What follows belongs to an exercise in optimizing a design on an open flow for small area; a production flow would make more cautious choices.
Only simulation tests tie the RTL to the original design; equivalence was not proved.
Power figures rest on the tool's default switching activity, not on a simulated workload.

## LeNet_Conv_C3_top
module LeNet_Conv_C3_top#(
	parameter				WD = 3,
	parameter				WW = 8,
	parameter				GP = 6
)(
	input	wire				i_sclk,
	input	wire				i_rstn,
	input	wire				i_vsync,
	input	wire				i_hsync,
	input	wire				i_valid,
	input	wire[WD-1:0]			i_tdata_1,
	input	wire[WD-1:0]			i_tdata_2,
	input	wire[WD-1:0]			i_tdata_3,
	input	wire[WD-1:0]			i_tdata_4,
	input	wire[WD-1:0]			i_tdata_5,
	input	wire[WD-1:0]			i_tdata_6,
	input	wire[GP-1:0]			i_W_en,
	input	wire[WW-1:0]			i_Weight_1,
	input	wire[WW-1:0]			i_Weight_2,
	input	wire[WW-1:0]			i_Weight_3,
	input	wire[WW-1:0]			i_Weight_4,
	input	wire[WW-1:0]			i_Weight_5,
	input	wire[WW-1:0]			i_Weight_6,
	input	wire[4:0]			i_W_addr,
	input	wire signed[WW-1:0]		i_Bias,
	output	wire				o_hsync,
	output	wire				o_valid,
	output	wire				o_tdata
);
reg [3:0]	rowc;		 
reg [3:0]	colc;		 
reg		hs_q;
always @(posedge i_sclk)
	if (!i_rstn || i_vsync)	rowc <= 4'd0;
	else if (i_hsync)	rowc <= rowc + 4'd1;
always @(posedge i_sclk)
	if (i_valid)	colc <= colc + 4'd1;
	else		colc <= 4'd0;
always @(posedge i_sclk)	hs_q <= i_hsync & (rowc >= 4'd4);
assign o_hsync = hs_q;
reg		trig;		 
reg		mact;		 
reg [3:0]	mk;		 
reg		orow;		 
always @(posedge i_sclk)
	if (!i_rstn)	trig <= 1'b0;
	else		trig <= i_valid & (colc == 4'd2);
always @(posedge i_sclk)
	if (!i_rstn)		mact <= 1'b0;
	else if (trig)		mact <= 1'b1;
	else if (mk == 4'd15)	mact <= 1'b0;
always @(posedge i_sclk)
	if (trig)		mk <= 4'd1;
	else if (mact)		mk <= mk + 4'd1;
	else			mk <= 4'd0;
always @(posedge i_sclk)
	if (trig)	orow <= (rowc >= 4'd5);
wire		fpa = trig | (mact & ~mk[0]);		 
wire		fpb = mact & mk[0];			 
wire		fc0 = trig | (mact & (mk == 4'd1));	 
wire [2:0]	fcol = mk[3:1];				 
reg		s1, s2, s3;	 
reg [1:0]	sbi;		 
reg [2:0]	cab;		 
reg [2:0]	wix;		 
always @(posedge i_sclk) begin
	s1 <= fpb;
	s2 <= s1;
	s3 <= s2;
	if (fpb) begin
		sbi <= mk[2:1];
		cab <= mk[3:1];
	end
	wix <= cab;
end
reg		oact;		 
reg [2:0]	oc;		 
  ...
Settings: LEC_CHECK=0, CAP_MARGIN=20, CORE_MARGIN=2, CORE_UTILIZATION=55, PLACE_DENSITY=0.65, SLEW_MARGIN=20, SYNTH_HIERARCHICAL=1; clock period 8.0 ns.
run.sh (not shown) runs the stock make flow with config.mk's settings and CLKGATE_MAP_FILE= SYNTH_SCRIPT=/design/flow/synth_recipe.tcl, a recipe that flattens the netlist after the stock synthesis.
Edit:
CAP_MARGIN = 10   (was 20)
CORE_UTILIZATION = 60   (was 55)
CTS_CLUSTER_SIZE = 20   (was unset)
PLACE_DENSITY = 0.7   (was 0.65)
SLEW_MARGIN = 10   (was 20)
Outcome: The changed run went through all stages and came out clean. Power came out lower by 0.35%. Core utilization came out higher by 5.5 points. Routed wire length came out lower by 3.9%. Fmax came out lower by 1.3%.
Edit:
CAP_MARGIN = 5   (was 10)
CORE_UTILIZATION = 65   (was 60)
CTS_CLUSTER_DIAMETER = 150   (was unset)
PLACE_DENSITY = 0.75   (was 0.7)
SLEW_MARGIN = 5   (was 10)
After rerunning:
- The new run completed with no timing, DRC or antenna violations
- design area fell by 3.0%
- maximum frequency rose by 0.87%
- worst hold slack improves by 0.023 ns
- worst setup slack improves by 0.064 ns
- area after synthesis is unchanged
- power fell by 6.3%
- routed wire length is about the same
- via count rose by 0.37%
Edit:
CTS_CLUSTER_SIZE = 24   (was 20)
The new run produced a clean layout.
Routed wire length goes down by 0.69%.
Setup slack degrades by 0.069 ns.
Fmax goes down by 0.93%.
Total power falls by 0.49%.
Design area barely changes.
Count of clock-buffer cells in the layout drops by 26.
Die area is unchanged.
Hold slack loses 0.0042 ns.

* * *

LeNet_Conv_C3_top again, from the RTL that the note above started with.
export LEC_CHECK = 0
export CAP_MARGIN = 10
export CORE_MARGIN = 2
export CORE_UTILIZATION = 60
export CTS_CLUSTER_DIAMETER = 150
export CTS_CLUSTER_SIZE = 16
export PLACE_DENSITY = 0.7
export SLEW_MARGIN = 10
export SYNTH_HIERARCHICAL = 1
create_clock -name core_clock -period 8.0 [get_ports {i_sclk}]
Next try:
- CORE_UTILIZATION: 60 -> 65
- CTS_CLUSTER_DIAMETER: 150 -> not set
- CTS_CLUSTER_SIZE: 16 -> not set
- PLACE_DENSITY: 0.7 -> 0.75
Outcome:
- The changed run produced a clean layout
- setup slack is worse by 0.039 ns
- count of clock-buffer cells in the layout goes up by 29
- power goes up by 3.1%

## re-timing with driven ports
How much do the figures lean on ideal ports? The routed layouts below were timed once more, with nothing changed but the port constraints. Step 1, drivers: a clkbuf_16 drives i_sclk and a buf_2 each remaining input, both assumed. Step 2 times the ports against the registers' clock, not the clock port: input delays grow and output delays shrink by t, the midpoint of the rising clock arrivals with the driver on. Slacks: no drivers / after step 1 / after step 2; pairs: no drivers / after step 1.
| run | t (ns) | setup slack, ns | worst register clock-pin slew, ns |
|---|---|---|---|
| the first run of note 1 | 0.991 | 0.644 / 0.644 / 0.416 | 0.08 / 0.08 |
| the second run of note 1 | 0.952 | 0.549 / 0.549 / 0.520 | 0.07 / 0.07 |
| the third run of note 1 | 0.911 | 0.613 / 0.613 / 0.478 | 0.11 / 0.11 |
| the fourth run of note 1 | 0.887 | 0.544 / 0.544 / 0.476 | 0.12 / 0.12 |
| the first run of note 2 | 0.949 | 0.508 / 0.508 / 0.485 | 0.10 / 0.10 |
| the second run of note 2 | 0.953 | 0.470 / 0.470 / 0.363 | 0.08 / 0.08 |
After both steps setup and hold are still met in every run listed. For the first run of note 1, which loses most, drivers alone change the setup slack by 0.000 ns; drivers and shift together by -0.228 ns.
